Source: an optimization exercise on an open RTL-to-GDS flow (aim: small area). Production flows keep margins and buffers that such runs may drop.
In this exercise RTL edits were held to simulation tests only and were not proved equivalent to the original.
Power and IR drop assume default switching activity.

## flow/abc_area.script

```
strash
&get -n
&fraig -x
&put
scorr
dc2
strash
&get -n
&deepsyn -T 120
&put
strash
&get -n
&dch -f
&nf -R 1000 -p
&put
strash
&get -n
&deepsyn -T 60
&put
strash
&get -n
&dch -f
&nf -R 1000 -p
&put
```

## flow/run.sh

```bash
#!/bin/bash
# Layout flow: the standard ORFS flow, with changes that only affect
# cell choice:
#  - ABC restructures the logic for fewer nodes (two rounds of &deepsyn,
#    2 + 1 minutes) and
#    maps it with an area-oriented script (flow/abc_area.script)
#    instead of ORFS's delay-oriented one (registers are mapped before ABC
#    and are untouched by it);
#  - adders are left to ABC (no full/half-adder cell extraction before it);
#  - the input/output port buffers are buf_1 cells;
#  - clock tree synthesis uses clkbuf_8 and adds no dummy loads.
# Each tool's output goes to a log file in this folder.
set -euo pipefail
WORK=$(pwd)
rm -rf "$WORK/scripts_local"
cp -r "$FLOW_HOME/scripts" "$WORK/scripts_local"
cp "$WORK/flow/abc_area.script" "$WORK/scripts_local/abc_speed.script"
bash "$WORK/standard.sh" SCRIPTS_DIR="$WORK/scripts_local" ADDER_MAP_FILE= \
	BUFFER_PORTS_ARGS="-buffer_cell sky130_fd_sc_hd__buf_1" \
	CTS_ARGS="-sink_clustering_enable -repair_clock_nets -dont_use_dummy_load -buf_list sky130_fd_sc_hd__clkbuf_8" finish > "$WORK/flow_make.log" 2>&1
```

## config.mk

```make
export PLATFORM = sky130hd
export DESIGN_NAME = VGA_Display
export DESIGN_NICKNAME = VGA_Display
export VERILOG_FILES = /design/flow/design.v
export SDC_FILE = /design/flow/constraint.sdc
export NUM_CORES = 4
export LEC_CHECK = 0
export CAP_MARGIN = 20
export CORE_MARGIN = 2
export CORE_UTILIZATION = 60
export SLEW_MARGIN = 20
```

## constraint.sdc

```tcl
create_clock -name core_clock -period 10.0 [get_ports {clk}]
set_input_delay 2.0000 -clock core_clock [delete_from_list [all_inputs] [get_ports {clk}]]
set_output_delay 2.0000 -clock core_clock [all_outputs]
set_load 0.01 [all_outputs]
```

## design.v

```verilog
`timescale 1ns / 1ps
module VGA_pixel(
	input [9:0] X, input [9:0] Y,           
	input [9:0] nBx, input [9:0] nBy,       
	input [8:0] nP1, input [8:0] nP2,       
	input [19:0] CBlocks,                   
	input [2:0] CBall, input flag,
	input switch, input game_clk,
	output R_temp, output G_temp, output B_temp,
	output reg [2:0] CBall_n, output reg flag_n,
	output reg [19:0] CBlocks_n,
	output [1:0] ai_ctl
	);
function [10:0] sub11n;
	input [9:0] a, nb;
	reg c; integer i;
	begin
		c = 1'b1;
		for (i = 0; i < 10; i = i + 1) begin
			sub11n[i] = a[i] ^ nb[i] ^ c;
			c = (a[i] & nb[i]) | (a[i] & c) | (nb[i] & c);
		end
		sub11n[10] = ~c;
	end
endfunction
function ltU;                     
	input [9:0] a, b;
	integer i;
	begin
		ltU = 1'b0;
		for (i = 0; i < 10; i = i + 1)
			ltU = (~a[i] & b[i]) | (~(a[i] ^ b[i]) & ltU);
	end
endfunction
function geC;                     
	input [10:0] x, k;
	integer i;
	begin
		geC = 1'b1;
		for (i = 0; i < 11; i = i + 1)
			geC = k[i] ? (x[i] & geC) : (x[i] | geC);
	end
endfunction
function leC;                     
	input [10:0] x, k;
	integer i;
	begin
		leC = 1'b1;
		for (i = 0; i < 11; i = i + 1)
			leC = k[i] ? (~x[i] | leC) : (~x[i] & leC);
	end
endfunction
function inS;                     
	input [10:0] d, lo, hi;
	inS = geC(d ^ 11'h400, lo ^ 11'h400) & leC(d ^ 11'h400, hi ^ 11'h400);
endfunction
wire [9:0] nPx1 = {nP1, 1'b0};          
wire [9:0] nPx2 = {nP2, 1'b0};
wire active = (leC({1'b0, X}, 11'd629)) && (leC({1'b0, Y}, 11'd479));
wire [10:0] dP1 = sub11n(X, nPx1);
wire [10:0] dP2 = sub11n(X, nPx2);
wire [10:0] dBX = sub11n(X, nBx);
wire [10:0] dBY = sub11n(Y, nBy);
wire signed [10:0] sP1 = dP1, sP2 = dP2, sBX = dBX, sBY = dBY;
wire RightBorder = (geC({1'b0, X}, 11'd610) && leC({1'b0, X}, 11'd630));
wire LeftBorder = (leC({1'b0, X}, 11'd20));
wire TopBorder = (leC({1'b0, Y}, 11'd20));
wire border_Rico = RightBorder | LeftBorder | TopBorder;
wire border = RightBorder | LeftBorder;
wire paddle_P1 = inS(dP1, -11'sd60, 11'sd60) && (geC({1'b0, Y}, 11'd460) && leC({1'b0, Y}, 11'd479));
wire paddle_P2 = inS(dP2, -11'sd60, 11'sd60) && (leC({1'b0, Y}, 11'd19));
wire paddle_P1_left  = inS(dP1, -11'sd60, -11'sd20);
wire paddle_P1_right = inS(dP1, 11'sd20, 11'sd60);
wire paddle_P2_left  = inS(dP2, -11'sd60, -11'sd20);
wire paddle_P2_right = inS(dP2, 11'sd20, 11'sd60);
wire bxZ = ~|dBX[10:5], bxO = &dBX[10:5];
wire byZ = ~|dBY[10:5], byO = &dBY[10:5];
wire ball = bxZ && (dBX[4:0] <= 5'd20) && byZ && (dBY[4:0] <= 5'd20);
wire ball_reset = leC({1'b0, nBy}, 11'd492);      
wire xMid = bxZ & (dBX[4:0] == 5'd10);    
wire yMid = byZ & (dBY[4:0] == 5'd10);    
wire ball_top_2 = xMid && byO && (dBY[4:0] == 5'd27);     
wire ball_bot_2 = xMid && byZ && (dBY[4:0] == 5'd25);
wire ball_right_2 = bxZ && (dBX[4:0] == 5'd25) && yMid;
wire ball_left_2 = bxO && (dBX[4:0] == 5'd27) && yMid;
wire ball_all_2 = ball_top_2 | ball_left_2 | ball_right_2 | ball_bot_2;
wire yb1 = (geC({1'b0, Y}, 11'd30)) && (leC({1'b0, Y}, 11'd90));
wire yb3 = (geC({1'b0, Y}, 11'd100)) && (leC({1'b0, Y}, 11'd150));
wire yb5 = (geC({1'b0, Y}, 11'd200)) && (leC({1'b0, Y}, 11'd250));
wire yb6 = (geC({1'b0, Y}, 11'd260)) && (leC({1'b0, Y}, 11'd310));
wire xOff = (geC({1'b0, X}, 11'd640)) && (leC({1'b0, X}, 11'd700));
wire xA = (geC({1'b0, X}, 11'd30)) && (leC({1'b0, X}, 11'd90));
wire xB = (geC({1'b0, X}, 11'd100)) && (leC({1'b0, X}, 11'd160));
wire xC = (geC({1'b0, X}, 11'd520)) && (leC({1'b0, X}, 11'd580));
wire x220 = (geC({1'b0, X}, 11'd220)), x305 = (geC({1'b0, X}, 11'd305)), x450 = (geC({1'b0, X}, 11'd450));
wire le285 = (leC({1'b0, X}, 11'd285)), le620 = (leC({1'b0, X}, 11'd620)), le380 = (leC({1'b0, X}, 11'd380));
wire le510 = (leC({1'b0, X}, 11'd510)), le630 = (leC({1'b0, X}, 11'd630));
wire [19:0] bx;
assign bx[0]  = ~CBlocks[0] & xA;
assign bx[1]  = ~CBlocks[1] & xB;
assign bx[2]  = ~CBlocks[2] & xA;
assign bx[3]  = ~CBlocks[3] & xB;
assign bx[4]  = ~CBlocks[4] & xA;
assign bx[5]  = ~CBlocks[5] & xB;
assign bx[6]  = ~CBlocks[6] & xA;
assign bx[7]  = ~CBlocks[7] & xB;
assign bx[8]  = ~CBlocks[8] & x220 & (CBlocks[9] ? le620 : le285);
assign bx[9]  = ~CBlocks[9] & x305 & le380;
assign bx[10] = ~CBlocks[10] & x220 & (CBlocks[11] ? le620 : le285);
assign bx[11] = ~CBlocks[11] & x305 & le380;
assign bx[12] = ~CBlocks[12] & x450 & (CBlocks[13] ? le630 : le510);
assign bx[13] = ~CBlocks[13] & xC;
assign bx[14] = ~CBlocks[14] & x450 & (CBlocks[15] ? le630 : le510);
assign bx[15] = ~CBlocks[15] & xC;
assign bx[16] = ~CBlocks[16] & x450 & (CBlocks[17] ? le630 : le510);
assign bx[17] = ~CBlocks[17] & xC;
assign bx[18] = ~CBlocks[18] & x450 & (CBlocks[19] ? le630 : le510);
assign bx[19] = ~CBlocks[19] & xC;
wire [19:0] yb = {yb6, yb6, yb5, yb5, yb3, yb3, yb1, yb1, yb3, yb3, yb1, yb1, yb6, yb6, yb5, yb5, yb3, yb3, yb1, yb1};
wire [19:0] blk = bx & yb;
wire Blocks = |blk;
wire offBlk = xOff & ((yb1 & (CBlocks[0] | CBlocks[1] | CBlocks[13])) |
                      (yb3 & (CBlocks[2] | CBlocks[3] | CBlocks[15])) |
                      (yb5 & (CBlocks[4] | CBlocks[5] | CBlocks[17])) |
                      (yb6 & (CBlocks[6] | CBlocks[7] | CBlocks[19])));
wire Rocks = ((geC({1'b0, Y}, 11'd30) && leC({1'b0, Y}, 11'd150)) || (geC({1'b0, Y}, 11'd200) && leC({1'b0, Y}, 11'd310))) &&
             ((geC({1'b0, X}, 11'd170) && leC({1'b0, X}, 11'd200)) || (geC({1'b0, X}, 11'd400) && leC({1'b0, X}, 11'd430)));
wire ANYTHING = switch ? (paddle_P1 | border_Rico | Rocks) : (paddle_P1 | border | paddle_P2);
assign ai_ctl = geC({1'b0, nBy}, 11'd724) ? {ltU(nBx, nPx2), ltU(nPx2, nBx)} : 2'd0;
always @(*) begin
	CBall_n = CBall; flag_n = flag;
	if (game_clk) begin CBall_n = 3'd7; flag_n = 1'b0; end
	else if (ANYTHING && ball_top_2 && !flag && !border) begin
		flag_n = 1'b1;
		CBall_n = (paddle_P1_left || paddle_P1_right) ? 3'd2 : 3'd1;
	end
	else if (ANYTHING && ball_bot_2 && !flag && !border) begin
		flag_n = 1'b1;
		CBall_n = (paddle_P2_left || paddle_P2_right) ? 3'd4 : 3'd3;
	end
	else if (ANYTHING && ball_left_2 && !flag && !paddle_P1 && !paddle_P2) begin
		CBall_n = 3'd5; flag_n = 1'b1;
	end
	else if (ANYTHING && ball_right_2 && !flag && !paddle_P1 && !paddle_P2) begin
		CBall_n = 3'd6; flag_n = 1'b1;
	end
	else if (ball_reset) CBall_n = 3'd0;
end
wire [19:0] hit = blk & {20{ball_all_2}};
wire [19:0] first_hit = hit & ~{4'b0, hit[10], hit[10], hit[8], hit[8], 12'b0};
wire clr = ball_reset & ~(ball_all_2 & (Blocks | offBlk));
always @(*) CBlocks_n = {20{~clr}} & (CBlocks | first_hit);
wire pong = border | paddle_P1 | paddle_P2 | ball;
wire ricochet = border_Rico | paddle_P1 | ball | Blocks;
assign R_temp = switch ? (ricochet ^ border_Rico ^ Blocks) & active : (pong ^ paddle_P1) & active;
assign B_temp = switch ? (ricochet ^ Blocks ^ ball ^ Rocks) & active : (pong ^ paddle_P2 ^ ball) & active;
assign G_temp = switch ? (ricochet ^ border_Rico ^ ball ^ Rocks) & active : (pong ^ ball) & active;
endmodule
`timescale 1ns / 1ps
module jstk1_class(input b2, input [3:0] bc, input [2:0] s, input m, output reg [2:0] n);
wire p = s[2];
wire [1:0] xy = s[1:0];
wire [7:0] c39 = 8'b00100111, c144 = 8'b10010000, c225 = 8'b11100001, c233 = 8'b11101001;
wire [2:0] ix = 3'd0 - bc[2:0];    
reg c;
always @(*)
	case (xy)
		2'd0: c = c39[ix];
		2'd1: c = c144[ix];
		2'd2: c = c225[ix];
		default: c = c233[ix];
	endcase
wire above = m & ~c;
reg [1:0] dcls;
always @(*)
	case (xy)
		2'd0: dcls = above ? 2'd1 : 2'd0;
		2'd1: dcls = above ? 2'd2 : 2'd1;
		2'd2: dcls = (above & (bc != 4'd4)) ? 2'd3 : 2'd2;
		default: dcls = above ? 2'd2 : 2'd3;
	endcase
wire [1:0] cls = p ? ((xy == 2'd0) ? 2'd1 : (xy == 2'd1) ? 2'd2 : 2'd3) : xy;
always @(*) begin
	n = s;
	if (!b2) begin
		if (bc == 4'd1) n = {1'b1, m, 1'b0};
		else if (p & (bc == 4'd2) & (xy == 2'd2)) n = {1'b1, m, ~m};
		else if (p & (bc == 4'd5) & (xy == 2'd2)) n = {1'b1, 1'b1, m};
		else if (p & (m != c)) n = {1'b0, dcls};
	end
	else if (!bc[3]) n = m ? {2'b10, cls != 2'd0} : {1'b0, cls[1] & cls[0], ~cls[1] | cls[0]};
	else n = s[2] ? {1'b0, m | s[0], 1'b0} : (m ? {1'b0, s[1:0]} : 3'b001);
end
endmodule
module jstk2_class(input b2, input [3:0] bc, input [2:0] s, input m, output reg [2:0] n);
wire [7:0] c39 = 8'b00100111, c144 = 8'b10010000;
wire c = s[1] ? c144[4'd8 - bc] : c39[4'd8 - bc];
wire u = s[2], g = s[1], e = s[0];
wire A = ~g | (~e & ~u);
wire B = g | e;
always @(*) begin
  if (!b2) begin
    if (bc == 4'd1) n = {1'b0, m, 1'b1};
    else n = {u | (e & g & m & ~c), g | (e & ~g & m & ~c), e & ~(m ^ c)};
  end else if (!bc[3]) n = {1'b0, m, m ? B : A};
  else n = {1'b0, g & (m | e), ~g & (~m | e)};
end
endmodule
`timescale 1ns / 1ps
module VGA_Display(input clk, input left, input left_2, input rst, input switch, input AI_switch,
						 output [2:0] R, output [2:0] G, output [1:0] B, output vga_out_vsync, output vga_out_hsync,
						 output reg flag, output [6:0] OUT, output[3:0] EN,
						 input MISO, output SS, output MOSI, output SCLK,
						 input MISO_P2, output SS_P2, output MOSI_P2, output SCLK_P2 ,output test,
						 input fast);
function [15:0] inc16;            
	input [15:0] x;
	reg c; integer i;
	begin
		c = 1'b1;
		for (i = 0; i < 16; i = i + 1) begin
			inc16[i] = x[i] ^ c;
			c = x[i] & c;
		end
	end
endfunction
function [9:0] add10;             
	input [9:0] a, b;
	reg c; integer i;
	begin
		c = 1'b0;
		for (i = 0; i < 10; i = i + 1) begin
			add10[i] = a[i] ^ b[i] ^ c;
			c = (a[i] & b[i]) | (a[i] & c) | (b[i] & c);
		end
	end
endfunction
function geC;                     
	input [9:0] x, k;
	integer i;
	begin
		geC = 1'b1;
		for (i = 0; i < 10; i = i + 1)
			geC = k[i] ? (x[i] & geC) : (x[i] | geC);
	end
endfunction
function leC;                     
	input [9:0] x, k;
	integer i;
	begin
		leC = 1'b1;
		for (i = 0; i < 10; i = i + 1)
			leC = k[i] ? (~x[i] | leC) : (~x[i] & leC);
	end
endfunction
reg [9:0] X, Y;
wire H_MAX = X[9] & X[8] & X[4] & X[2] & X[0];   
wire V_MAX = Y[9] & Y[3] & Y[1] & Y[0];          
always @(posedge clk or posedge rst)
	if (rst) X <= 10'd0;
	else if (H_MAX) X <= 10'd0;
	else X <= inc16({6'd0, X});
always @(posedge clk or posedge rst)
	if (rst) Y <= 10'd0;
	else if (H_MAX) Y <= V_MAX ? 10'd0 : inc16({6'd0, Y});
assign vga_out_hsync = ~(geC(X, 10'd646) && leC(X, 10'd741));
assign vga_out_vsync = ~(geC(Y, 10'd491) && leC(Y, 10'd493));
reg [5:0] gl;
reg [9:0] gh;
wire game_clk = fast ? ((|gh) | (&gl))
                     : ((gh == 10'd400) & gl[4] & gl[2] & gl[1]);
always @(posedge clk or posedge rst)
	if (rst) begin gl <= 6'd0; gh <= 10'd0; end
	else if (game_clk) begin gl <= 6'd0; gh <= 10'd0; end
	else begin
		gl <= inc16({10'd0, gl});
		if (&gl) gh <= {gh[8:0], ~(gh[9] ^ gh[6])};
	end
reg [6:0] pl;
reg [8:0] ph;
wire temp_clk = fast ? ((|ph) | (pl[6] & (pl[5] | pl[4] | (&pl[3:0]))))
                     : ((ph == 9'd380) & pl[6] & pl[5] & pl[2] & pl[1]);
always @(posedge clk or posedge rst)
	if (rst) begin pl <= 7'd0; ph <= 9'd0; end
	else if (temp_clk) begin pl <= 7'd0; ph <= 9'd0; end
	else begin
		pl <= inc16({9'd0, pl});
		if (&pl) ph <= {ph[7:0], ~(ph[8] ^ ph[4])};
	end
wire ball_clk = switch ? temp_clk : game_clk;
reg [15:0] rcnt;
reg sndRec;
wire rc_end = (rcnt == 16'd38023);
always @(posedge clk or posedge rst)
	if (rst) begin rcnt <= 16'd0; sndRec <= 1'b0; end
	else if (rc_end) begin rcnt <= 16'd0; sndRec <= ~sndRec; end
	else rcnt <= {rcnt[14:0], ~(rcnt[15] ^ rcnt[14] ^ rcnt[12] ^ rcnt[3])};
reg [7:0] scnt;
reg SCK;
wire sc_end = (scnt == 8'd76);
wire sRise = sc_end & ~SCK;
wire sFall = sc_end & SCK;
always @(posedge clk or posedge rst)
	if (rst) begin scnt <= 8'd0; SCK <= 1'b0; end
	else if (sc_end) begin scnt <= 8'd0; SCK <= ~SCK; end
	else scnt <= {scnt[6:0], ~(scnt[7] ^ scnt[5] ^ scnt[4] ^ scnt[3])};
localparam M_IDLE = 2'd0, M_INIT = 2'd1, M_RXTX = 2'd2, M_DONE = 2'd3;
reg [1:0] mState;
reg [3:0] bitCount;
reg mosiL;             
wire CE = (mState == M_RXTX) & (|bitCount);
wire BUSY = mState[1] | ((mState == M_IDLE) & bitCount[3]);
localparam C_IDLE = 3'd0, C_INIT = 3'd1, C_WAIT = 3'd2, C_CHECK = 3'd3, C_DONE = 3'd4;
reg [2:0] cState;
reg [2:0] byteCnt;     
reg getByte, SSr;
wire sndNZ = ~SSr;
always @(posedge clk or posedge rst)
	if (rst) begin
		bitCount <= 4'd0; mState <= M_IDLE; mosiL <= 1'b0;
	end
	else if (sFall) begin
		case (mState)
			M_IDLE: begin
				bitCount <= 4'd0; mosiL <= sndNZ;
				mState <= getByte ? M_INIT : M_IDLE;
			end
			M_INIT: begin
				bitCount <= 4'd0; mState <= M_RXTX;
			end
			M_RXTX: begin
				bitCount <= inc16({12'd0, bitCount});
				mState <= (bitCount == 4'd8) ? M_DONE : M_RXTX;
			end
			M_DONE: begin
				bitCount <= 4'd8; mState <= M_IDLE; mosiL <= 1'b0;
			end
		endcase
	end
always @(posedge clk or posedge rst)
	if (rst) begin
		SSr <= 1'b1; getByte <= 1'b0; cState <= C_IDLE;
	end
	else if (sFall) begin
		case (cState)
			C_IDLE: begin
				SSr <= 1'b1; getByte <= 1'b0;
				cState <= sndRec ? C_INIT : C_IDLE;
			end
			C_INIT: begin
				SSr <= 1'b0; getByte <= 1'b1;
				if (BUSY) cState <= C_WAIT;
			end
			C_WAIT: begin
				SSr <= 1'b0; getByte <= 1'b0;
				if (!BUSY) cState <= C_CHECK;
			end
			C_CHECK: begin
				SSr <= 1'b0; getByte <= 1'b0;
				cState <= (byteCnt == 3'd5) ? C_DONE : C_INIT;
			end
			C_DONE: begin
				SSr <= 1'b1; getByte <= 1'b0;
				if (!sndRec) cState <= C_IDLE;
			end
			default: cState <= C_IDLE;
		endcase
	end
always @(posedge clk)
	if (sFall) begin
		if (cState == C_IDLE) byteCnt <= 3'd0;
		else if ((cState == C_INIT) & BUSY) byteCnt <= inc16({13'd0, byteCnt});
	end
assign SS = SSr;
assign SS_P2 = SSr;
assign SCLK = CE & SCK;
assign SCLK_P2 = CE & SCK;
wire m_first = (mState == M_IDLE) | (mState == M_INIT) |
               ((mState == M_RXTX) & (bitCount[3:1] == 3'd0));
wire m_rx = (mState == M_RXTX);
assign MOSI    = mosiL & (m_first | (m_rx & (bitCount == 4'd7)));
assign MOSI_P2 = mosiL & (m_first | (m_rx & (bitCount == 4'd8)));
wire shiftIn = sRise & m_rx & CE;
wire jUpd = shiftIn & ((byteCnt == 3'd1) | ((byteCnt == 3'd2) & (bitCount[3] | (bitCount == 4'd7))));
reg [2:0] j1s, j2s;       
wire [2:0] j1n, j2n;
jstk1_class jc1(.b2(byteCnt[1]), .bc(bitCount), .s(j1s), .m(MISO), .n(j1n));
jstk2_class jc2(.b2(byteCnt[1]), .bc(bitCount), .s(j2s), .m(MISO_P2), .n(j2n));
reg [1:0] j1c_x, j2c_x;   
wire [1:0] j1c = j1c_x ^ 2'd1, j2c = j2c_x ^ 2'd1;
always @(posedge clk)       
	if (jUpd) begin
		j1s <= j1n;
		j2s <= j2n;
	end
always @(posedge clk or posedge rst)
	if (rst) begin j1c_x <= (2'd1) ^ 2'd1; j2c_x <= (2'd1) ^ 2'd1; end
	else if (sFall & (cState == C_DONE)) begin j1c_x <= (j1s[1:0]) ^ 2'd1; j2c_x <= (j2s[1:0]) ^ 2'd1; end
assign test = (j1c == 2'd3);
wire [1:0] controls_P1 = (j1c == 2'd3) ? 2'd0 : j1c;
wire [1:0] left_P2 = j2c;
reg [8:0] nP1_x, nP2_x;    
wire [8:0] nP1 = nP1_x ^ ~9'd147, nP2 = nP2_x ^ ~9'd147;
reg [9:0] nBx_x, nBy_x;    
wire [9:0] nBx = nBx_x ^ ~10'd295, nBy = nBy_x ^ ~10'd240;
reg vxOne_x, vxNeg, vxThree;
wire vxOne = ~vxOne_x;    
reg vyNeg_x, vyTwo;
wire vyNeg = ~vyNeg_x;             
reg [2:0] CBall_x;           
wire [2:0] CBall = ~CBall_x;
wire [1:0] ai_ctl;
wire [1:0] controls_P2 = AI_switch ? ai_ctl : left_P2;
wire p1mv = controls_P1[0] ? leC({1'b0, nP1}, 10'd471) : (controls_P1[1] & geC({1'b0, nP1}, 10'd237));
wire p2mv = controls_P2[0] ? leC({1'b0, nP2}, 10'd471) : (controls_P2[1] & geC({1'b0, nP2}, 10'd237));
wire [9:0] p1nx = add10({1'b0, nP1}, {{9{~controls_P1[0]}}, 1'b1});
wire [9:0] p2nx = add10({1'b0, nP2}, {{9{~controls_P2[0]}}, 1'b1});
always @(posedge clk or posedge rst)
	if (rst) begin nP1_x <= (~9'd147) ^ ~9'd147; nP2_x <= (~9'd147) ^ ~9'd147; end
	else if (game_clk) begin
		if (p1mv) nP1_x <= (p1nx[8:0]) ^ ~9'd147;
		if (p2mv) nP2_x <= (p2nx[8:0]) ^ ~9'd147;
	end
wire vx23 = ~vxOne & ~vxNeg;    
wire [9:0] nVx10 = {{8{~vxNeg}}, vxOne ? 2'b11 : (vxNeg ? (vxThree ? 2'b11 : 2'b10) : (vxThree ? 2'b01 : 2'b10))};
wire [9:0] nVy10 = {{8{~vyNeg}}, vyTwo | ~vyNeg, ~vyTwo};
always @(posedge clk or posedge rst)
	if (rst) begin
		nBx_x <= (~10'd295) ^ ~10'd295; nBy_x <= (~10'd240) ^ ~10'd240;
		vxOne_x <= (1'b1) ^ 1'b1; vxNeg <= 1'b0; vxThree <= 1'b0; vyNeg_x <= (1'b1) ^ 1'b1; vyTwo <= 1'b0;
	end
	else if (ball_clk) begin
		case (CBall)
			3'd0: begin
				nBx_x <= (~10'd295) ^ ~10'd295; nBy_x <= (~10'd240) ^ ~10'd240;
				vxOne_x <= (1'b1) ^ 1'b1; vxNeg <= 1'b0; vxThree <= 1'b0; vyNeg_x <= (1'b1) ^ 1'b1; vyTwo <= 1'b0;
			end
			3'd1, 3'd2, 3'd3, 3'd4: begin
				vyNeg_x <= (CBall[1] & CBall[0] | CBall[2]) ^ 1'b1;
				vyTwo <= CBall[0];
				vxOne_x <= (1'b0) ^ 1'b1; vxNeg <= ~vx23; vxThree <= ~CBall[0];
			end
			3'd5: begin    
				vxThree <= vxNeg & vxThree; vxNeg <= 1'b0; vxOne_x <= (1'b0) ^ 1'b1;
			end
			3'd6: begin    
				vxThree <= ~vxNeg & vxThree & ~vxOne; vxNeg <= 1'b1; vxOne_x <= (1'b0) ^ 1'b1;
			end
			3'd7: begin
				nBx_x <= (add10(nBx, nVx10)) ^ ~10'd295; nBy_x <= (add10(nBy, nVy10)) ^ ~10'd240;
			end
		endcase
	end
reg [19:0] CBlocks;
wire R_temp, G_temp, B_temp;
wire [2:0] CBall_n;
wire flag_n;
wire [19:0] CBlocks_n;
VGA_pixel pix(.X(X), .Y(Y), .nBx(nBx), .nBy(nBy), .nP1(nP1), .nP2(nP2), .CBlocks(CBlocks),
	.CBall(CBall), .flag(flag), .switch(switch), .game_clk(game_clk),
	.R_temp(R_temp), .G_temp(G_temp), .B_temp(B_temp),
	.CBall_n(CBall_n), .flag_n(flag_n), .CBlocks_n(CBlocks_n), .ai_ctl(ai_ctl));
always @(posedge clk or posedge rst)
	if (rst) begin CBall_x <= (3'd7) ^ 3'd7; flag <= 1'b0; CBlocks <= 20'd0; end
	else begin CBall_x <= (CBall_n) ^ 3'd7; flag <= flag_n; CBlocks <= CBlocks_n; end
assign R = {3{R_temp}};
assign G = {3{G_temp}};
assign B = {2{B_temp}};
wire sc1 = geC(nBy, 10'd1021) && leC(nBy, 10'd1022);    
wire sc2 = geC(nBy, 10'd541) && leC(nBy, 10'd543);      
reg sc1_d, sc2_d;
reg [3:0] d0, d1, d2, d3;
wire f1 = sc1_d & ~sc1;
wire f2 = sc2_d & ~sc2;
always @(posedge clk or posedge rst)
	if (rst) begin sc1_d <= 1'b0; sc2_d <= 1'b0; d0 <= 4'd0; d1 <= 4'd0; d2 <= 4'd0; d3 <= 4'd0; end
	else begin
		sc1_d <= sc1; sc2_d <= sc2;
		if (f1) begin
			d0 <= (d0 == 4'd9) ? 4'd0 : inc16({12'd0, d0});
			if (d0 == 4'd9) d1 <= (d1 == 4'd9) ? 4'd0 : inc16({12'd0, d1});
		end
		if (f2) begin
			d2 <= (d2 == 4'd9) ? 4'd0 : inc16({12'd0, d2});
			if (d2 == 4'd9) d3 <= (d3 == 4'd9) ? 4'd0 : inc16({12'd0, d3});
		end
	end
reg [1:0] shown_x;           
wire [1:0] shown = ~shown_x;
reg [3:0] dsp_x;             
wire [3:0] dsp = ~dsp_x;
wire [1:0] sel = {shown[1] ^ shown[0], ~shown[0]};
always @(posedge clk or posedge rst)
	if (rst) begin shown_x <= (2'd3) ^ 2'd3; dsp_x <= (4'd15) ^ 4'd15; end
	else if (ball_clk) begin
		shown_x <= (sel) ^ 2'd3;
		case (sel)
			2'd0: dsp_x <= (d3) ^ 4'd15;
			2'd1: dsp_x <= (d2) ^ 4'd15;
			2'd2: dsp_x <= (d1) ^ 4'd15;
			2'd3: dsp_x <= (d0) ^ 4'd15;
		endcase
	end
wire blank = &dsp;
assign EN = blank ? 4'b1111 : ~(4'b1000 >> shown);
reg [6:0] seg;
always @(*)
	case (dsp)
		4'd0: seg = 7'b0000001;
		4'd1: seg = 7'b1001111;
		4'd2: seg = 7'b0010010;
		4'd3: seg = 7'b0000110;
		4'd4: seg = 7'b1001100;
		4'd5: seg = 7'b0100100;
		4'd6: seg = 7'b0100000;
		4'd7: seg = 7'b0001111;
		4'd8: seg = 7'b0000000;
		4'd9: seg = 7'b0000100;
		default: seg = 7'b1111111;
	endcase
assign OUT = seg;
endmodule
```

## standard.sh

```bash
#!/bin/bash
# synth_recipe.tcl (not shown) runs the flow's synth.tcl, then flattens the netlist and writes it again
# the make line also repeats each setting of config.mk as NAME=value (left out here)
make -C /OpenROAD-flow-scripts/flow DESIGN_CONFIG=/design/flow/config.mk WORK_HOME=/design/flow/orfs CLKGATE_MAP_FILE= SYNTH_SCRIPT=/design/flow/synth_recipe.tcl "${@:-finish}"
```

==> reports/results.env <==
POST-DP-HPWL_MM=17.34
CRITICAL_PATH.MOST_COMMON_CELL='sky130_fd_sc_hd__o21ai_0'
REG2REG_SETUP_SLACK_NS=5.27
WORST_PATH_DOMINANT_CELL_FAMILY='compound AO/OA/AOI/OAI gates'
SYN_INST=1288
WORST_HOLD_STARTPOINT='rcnt[4]$_DFF_PP0_'
NUM-FILL-CELLS=1514
NUMBER_OF_SYNTHESIZED_FLOPS_WITH_AN_ENABLE_PIN=9
FINALMAXSLEWVIOLATIONS=0
SYNTHESIS.AREA_UM2=11150
SYNTH_SEQ_AREA_SHARE=0.4397
YS.WARNINGS.COUNT=4
SYNTH.AREA.MUX_SHARE=0.01583
FINAL-SEQ-AREA_UM2=4901
FIN_SETUP_TNS_NS=0
CLK_PATH_BUF_DEPTH=2
CTS_HOLD_REPAIR.BUFFERS=0
ROUTED_VIA_DENSITY=6.115
CRITPATHREQUIREDTIME_NS=8.00
PLACE_WS_NS=3.872
FINISH.UTILIZATION=0.6475
GRT_PASS1_WL_MM=41.54
SYNTH_TOP_FLOP_CELL='sky130_fd_sc_hd__dfrtp_1'
CTS-ROOT-BUF='sky130_fd_sc_hd__clkbuf_8'
WORST-SETUP-PATH-TYPE='flop to primary output'
VIA_COUNT_OF_THE_FIRST_GLOBAL_ROUTING_PASS=8704
ANT_NETS=0
OVERFLOW=0
POST-LAYOUT-TOTAL-POWER_W=0.002261
SEQPWRFRAC=0.479
WORST_PATH_LARGEST_CELL_DELAY_NS=0.76
DIODES=0
DIE_HEIGHT_UM=140.3
DRIVE_GT1_FRAC=0.02044
CRITICAL_PATH.MAX_FANOUT=20
POWER.DENSITY_nW_PER_UM2=193.0
CP_DATA_ARRIVAL_TIME_NS=4.61
FLOORPLAN_DIE_AREA_UM2=19680
TIMING.CRITICAL_PATH.CELLS='xnor2_1 > nand2_1 > o21ai_0 > nand2_1 > o21ai_0 > maj3_1 > o21ai_0 > a21oi_1 > a21oi_1 > xnor2_1 > or4_1 > a21oi_1 > nand2b_1 > o21ai_0 > o22ai_1 > buf_1'
DRT_ITER0_MARKERS=520
R2R.WORST_PATH.CELLS=19
CRIT_PATH_TOP_DELAY_CELL='sky130_fd_sc_hd__dfrtp_1'
ANTENNA_FOUND_INITIAL=0
POSTSYNTHAREAPERCELL_UM2=8.653
PERIOD_MINUS_SLACK_NS=6.612
TIMING.RR.END='CBall_x[0]$_DFF_PP0_'
NUMBER_OF_DISTINCT_LIBRARY_CELLS_AFTER_SYNTHESIS=63
CORE_REGION_AREA_UM2=18090
WORST_SLEW_MARGIN_REL=0.3474
ROW_COUNT=49
TIMING.CRITICAL_PATH.TO_TYPE='primary output'
CTS_INSERTED_BUFFERS=17
RESULT_OF_THE_RUN='finished clean'
I_O_PIN_TOTAL=38
COMBINATIONAL_FAMILY_WITH_THE_MOST_AREA_AFTER_SYNTHESIS='simple AND/OR/NAND/NOR gates'
BUFFERING_STAGE_COUNT_ON_THE_WORST_PATH_WITH_INVERTERS_INCLUDED=1
SYNTH-COMPOUND-AREA-SHARE=0.2131
TIMING.RR.START='X[3]$_DFF_PP0_'
PLACEMENT.IO_BUFFERS=35
NUMBER_OF_NETS_AT_THE_END_OF_THE_FLOW=1332
WL_MM=24.70
POSTCTSSETUPBUFFERS=0
CTS-HTREE-LEVELS=4
HOLD_CLASS='flop to flop'
DR_TOTAL_VIAS=9478
SLEW_AT_THE_PIN_CLOSEST_TO_ITS_MAX_SLEW_LIMIT_NS=0.9788
PWR-SHARE-COMB=0.347
YS_SEQ_ELEMENTS=194
STARTPOINT_TYPE='flop'
SYNTHXORXNORAREAFRAC=0.07229
LARGEST_NET_DEGREE_AT_THE_START_OF_GLOBAL_ROUTING=110
SWITCHING_PART_OF_THE_TOTAL_POWER=0.3878
SYNTHARSTFLOPSHARE=0.9536
CLK_PIN_SLEW_WORST_PATHS_NS=0.12
FINAL-HOLD-VIOLATION-COUNT=0
CLKLATENCYLATEPIN_NS=0.47
CLOCK_TREE_FROM_TRITONCTS='yes'
SYN-NUM-NETS=1297
FINAL.SETUP.WORST_SLACK_NS=3.388
P_SW_W=0.0008768
NUMCLOCKSINKS=194
MULTI_INPUT_COMBINATIONAL_CELL_AREA_UM2=5933
GRT_USAGE=0.2562
EFFECTIVE_UTILIZATION_AT_FLOORPLAN=0.6163
IRDROPWORSTVDD_mV=0.1044
MAX-CAP-VIOLATIONS=0
FIN_CRIT_SH=0.6612
PWR-SHARE-CLK=0.174
FLOORPLAN.DIE.WIDTH_UM=140.3
SETUP_VIOL=0
RSZ0062_AT_GRT='false'
POST_CTS_RESIZED=0
FMAX_GHz=0.1512
TIMING.HOLD.WORST_ENDPOINT='rcnt[5]$_DFF_PP0_'
POWER_LEAKAGE_nW=4.730
MIN_DELAY_PATH_DEPTH=0
AREAGROWTHSYNTHTOFINISH_PCT=5.074
SYNTHSIMPLEGATEAREAFRAC=0.2293
DR.PASS1.ITERS=5
DETAIL_ROUTE.WL_PER_CELL_UM=15.93
SYNTH-ADDER-AREA-SHARE=0.001796
FIN_SKEW_NS=0.04392
INTERNAL_POWER_W=0.001384
GPL.FINAL_WEIGHTED_CONGESTION=0.9313
DRC=0
## stage by stage
step	area, um2	hold WS [ns]	instances
3_3_place_gp	11480	0.3585	1533
4_1_cts	11710	0.3683	1550
5_1_grt	11710	0.3723	1550
6_report	11710	0.3631	1550
2_1_floorplan	11150	0.4298	1288
3_5_place_dp	11480	0.3613	1533
## registers in the layout, summed over array words and instances (netlist names), 10 cells and up
signal / count
CBlocks: 20
rcnt: 16
X: 10
Y: 10
gh: 10
nBx_x: 10
nBy_x: 10
## cells in the final DEF (no fill, tap or decap), types with 35 or more instances in the layout
cell type	count
sky130_fd_sc_hd__a21oi_1	111
sky130_fd_sc_hd__buf_1	35
sky130_fd_sc_hd__clkinv_1	49
sky130_fd_sc_hd__dfrtp_1	184
sky130_fd_sc_hd__nand2_1	139
sky130_fd_sc_hd__nor2_1	147
sky130_fd_sc_hd__nor3_1	50
sky130_fd_sc_hd__o21ai_0	111
sky130_fd_sc_hd__xnor2_1	64
## cell usage after synthesis, types with 6 or more instances
| cell type | count | share of area |
|---|---|---|
| sky130_fd_sc_hd__o211ai_1 | 15 | 0.010 |
| sky130_fd_sc_hd__nor3b_1 | 8 | 0.0054 |
| sky130_fd_sc_hd__nand4_1 | 10 | 0.0056 |
| sky130_fd_sc_hd__a211oi_1 | 17 | 0.011 |
| sky130_fd_sc_hd__buf_4 | 10 | 0.0067 |
| sky130_fd_sc_hd__xor2_1 | 28 | 0.022 |
| sky130_fd_sc_hd__nand3_1 | 25 | 0.011 |
| sky130_fd_sc_hd__nor2_1 | 147 | 0.050 |
| sky130_fd_sc_hd__and3_1 | 23 | 0.013 |
| sky130_fd_sc_hd__o22ai_1 | 20 | 0.011 |
| sky130_fd_sc_hd__a22o_1 | 29 | 0.023 |
| sky130_fd_sc_hd__and2_0 | 22 | 0.012 |
| sky130_fd_sc_hd__nor3_1 | 50 | 0.022 |
| sky130_fd_sc_hd__o21ai_0 | 112 | 0.050 |
| sky130_fd_sc_hd__o21a_1 | 7 | 0.0047 |
| sky130_fd_sc_hd__or3_1 | 15 | 0.0084 |
| sky130_fd_sc_hd__a21o_1 | 7 | 0.0047 |
| sky130_fd_sc_hd__o31ai_1 | 6 | 0.0040 |
| sky130_fd_sc_hd__nand2_1 | 139 | 0.047 |
| sky130_fd_sc_hd__dfrtp_1 | 184 | 0.41 |
| sky130_fd_sc_hd__clkinv_1 | 50 | 0.017 |
| sky130_fd_sc_hd__edfxtp_1 | 9 | 0.024 |
| sky130_fd_sc_hd__a21oi_1 | 111 | 0.050 |
| sky130_fd_sc_hd__nand2b_1 | 29 | 0.016 |
| sky130_fd_sc_hd__xnor2_1 | 64 | 0.050 |
| sky130_fd_sc_hd__buf_1 | 13 | 0.0044 |
| sky130_fd_sc_hd__nor2b_1 | 23 | 0.013 |
| sky130_fd_sc_hd__a31oi_1 | 17 | 0.0095 |
| sky130_fd_sc_hd__or2_0 | 6 | 0.0034 |
| sky130_fd_sc_hd__nor4_1 | 14 | 0.0079 |
## worst register-to-register path: stages (launching register included)
cell and delay, ns:
sky130_fd_sc_hd__dfrtp_1 0.76, sky130_fd_sc_hd__xnor2_1 0.21, sky130_fd_sc_hd__nand2_1 0.10, sky130_fd_sc_hd__o21ai_0 0.12
sky130_fd_sc_hd__nand2_1 0.08, sky130_fd_sc_hd__o21ai_0 0.13, sky130_fd_sc_hd__maj3_1 0.45, sky130_fd_sc_hd__o21ai_0 0.27
sky130_fd_sc_hd__a21oi_1 0.09, sky130_fd_sc_hd__a21oi_1 0.18, sky130_fd_sc_hd__xnor2_1 0.11, sky130_fd_sc_hd__or4_1 0.55
sky130_fd_sc_hd__a21oi_1 0.30, sky130_fd_sc_hd__nand2b_1 0.23, sky130_fd_sc_hd__o21ai_0 0.12, sky130_fd_sc_hd__or2_0 0.27
sky130_fd_sc_hd__o21ai_0 0.28, sky130_fd_sc_hd__or2_0 0.17, sky130_fd_sc_hd__a21oi_1 0.05, sky130_fd_sc_hd__a21o_1 0.17
## power by group through the flow
stage                     Combinational, W  Sequential [W]  Clock [W]
after global routing              0.000890         0.00111   0.000429
final                             0.000785         0.00108   0.000394
after CTS                         0.000786         0.00108   0.000403
after detailed placement          0.000782         0.00110          0
after global placement            0.000766         0.00109          0
after floorplan                   0.000653         0.00104          0
## layer usage
| layer | global-route usage | wire [um] |
|---|---|---|
| met3 | 0.03897 | 950 |
| met2 | 0.4136 | 11510 |
| met1 | 0.3589 | 11750 |
| met5 | 0 | 0 |
| met4 | 0.08240 | 484 |
## logic make-up after synthesis
group | after synthesis
xor gates and xnor gates | 92
muxes | 12
buffers and inverters | 73
adders and majority gates | 2
AOI/OAI and AO/OA | 385
DFF | 194
and+or+nand+nor | 530
## final cells by class
class,count,area share
clock buffers,17,0.01998
inverters,50,0.01667
multi-input cells,1021,0.5066
flip-flops and latches,194,0.4185
well taps,229,0.02447
repair buffers,39,0.01378
## worst max path at each step
stage                              start  endpoint  cells past startpoint
after detailed placement  X[3]$_DFF_PP0_      B[0]                     16
after global placement    X[3]$_DFF_PP0_      B[0]                     16
after global routing      X[3]$_DFF_PP0_      B[1]                     15
after CTS                 X[3]$_DFF_PP0_      B[0]                     16
final                     X[3]$_DFF_PP0_      B[0]                     16
after floorplan           X[3]$_DFF_PP0_      B[0]                     16

==> port drivers added, routing unchanged <==
In the flow no input, the clock included, has a driving cell. The finished layout below was timed again as built, in two steps. Step 1 sets driving cells, clkbuf_16 on the clock port and buf_2 on the other inputs (assumed; they add their load-dependent delay and slew). Step 2 times the ports against the registers' clock, not the clock port: input delays grow and output delays shrink by t, the midpoint of the rising clock arrivals with the driver on. Three values: no drivers, after step 1, after step 2; two values: the first two.
t, ns: 0.495
slack for setup (ns): 3.388 / 3.344 / 3.839
worst setup path at the end: register to output
clock arrival spread, ns: 0.047 / 0.048
After both steps setup and hold are still met in this run. For this run, drivers alone change the setup slack by -0.044 ns; drivers and shift together by +0.451 ns.
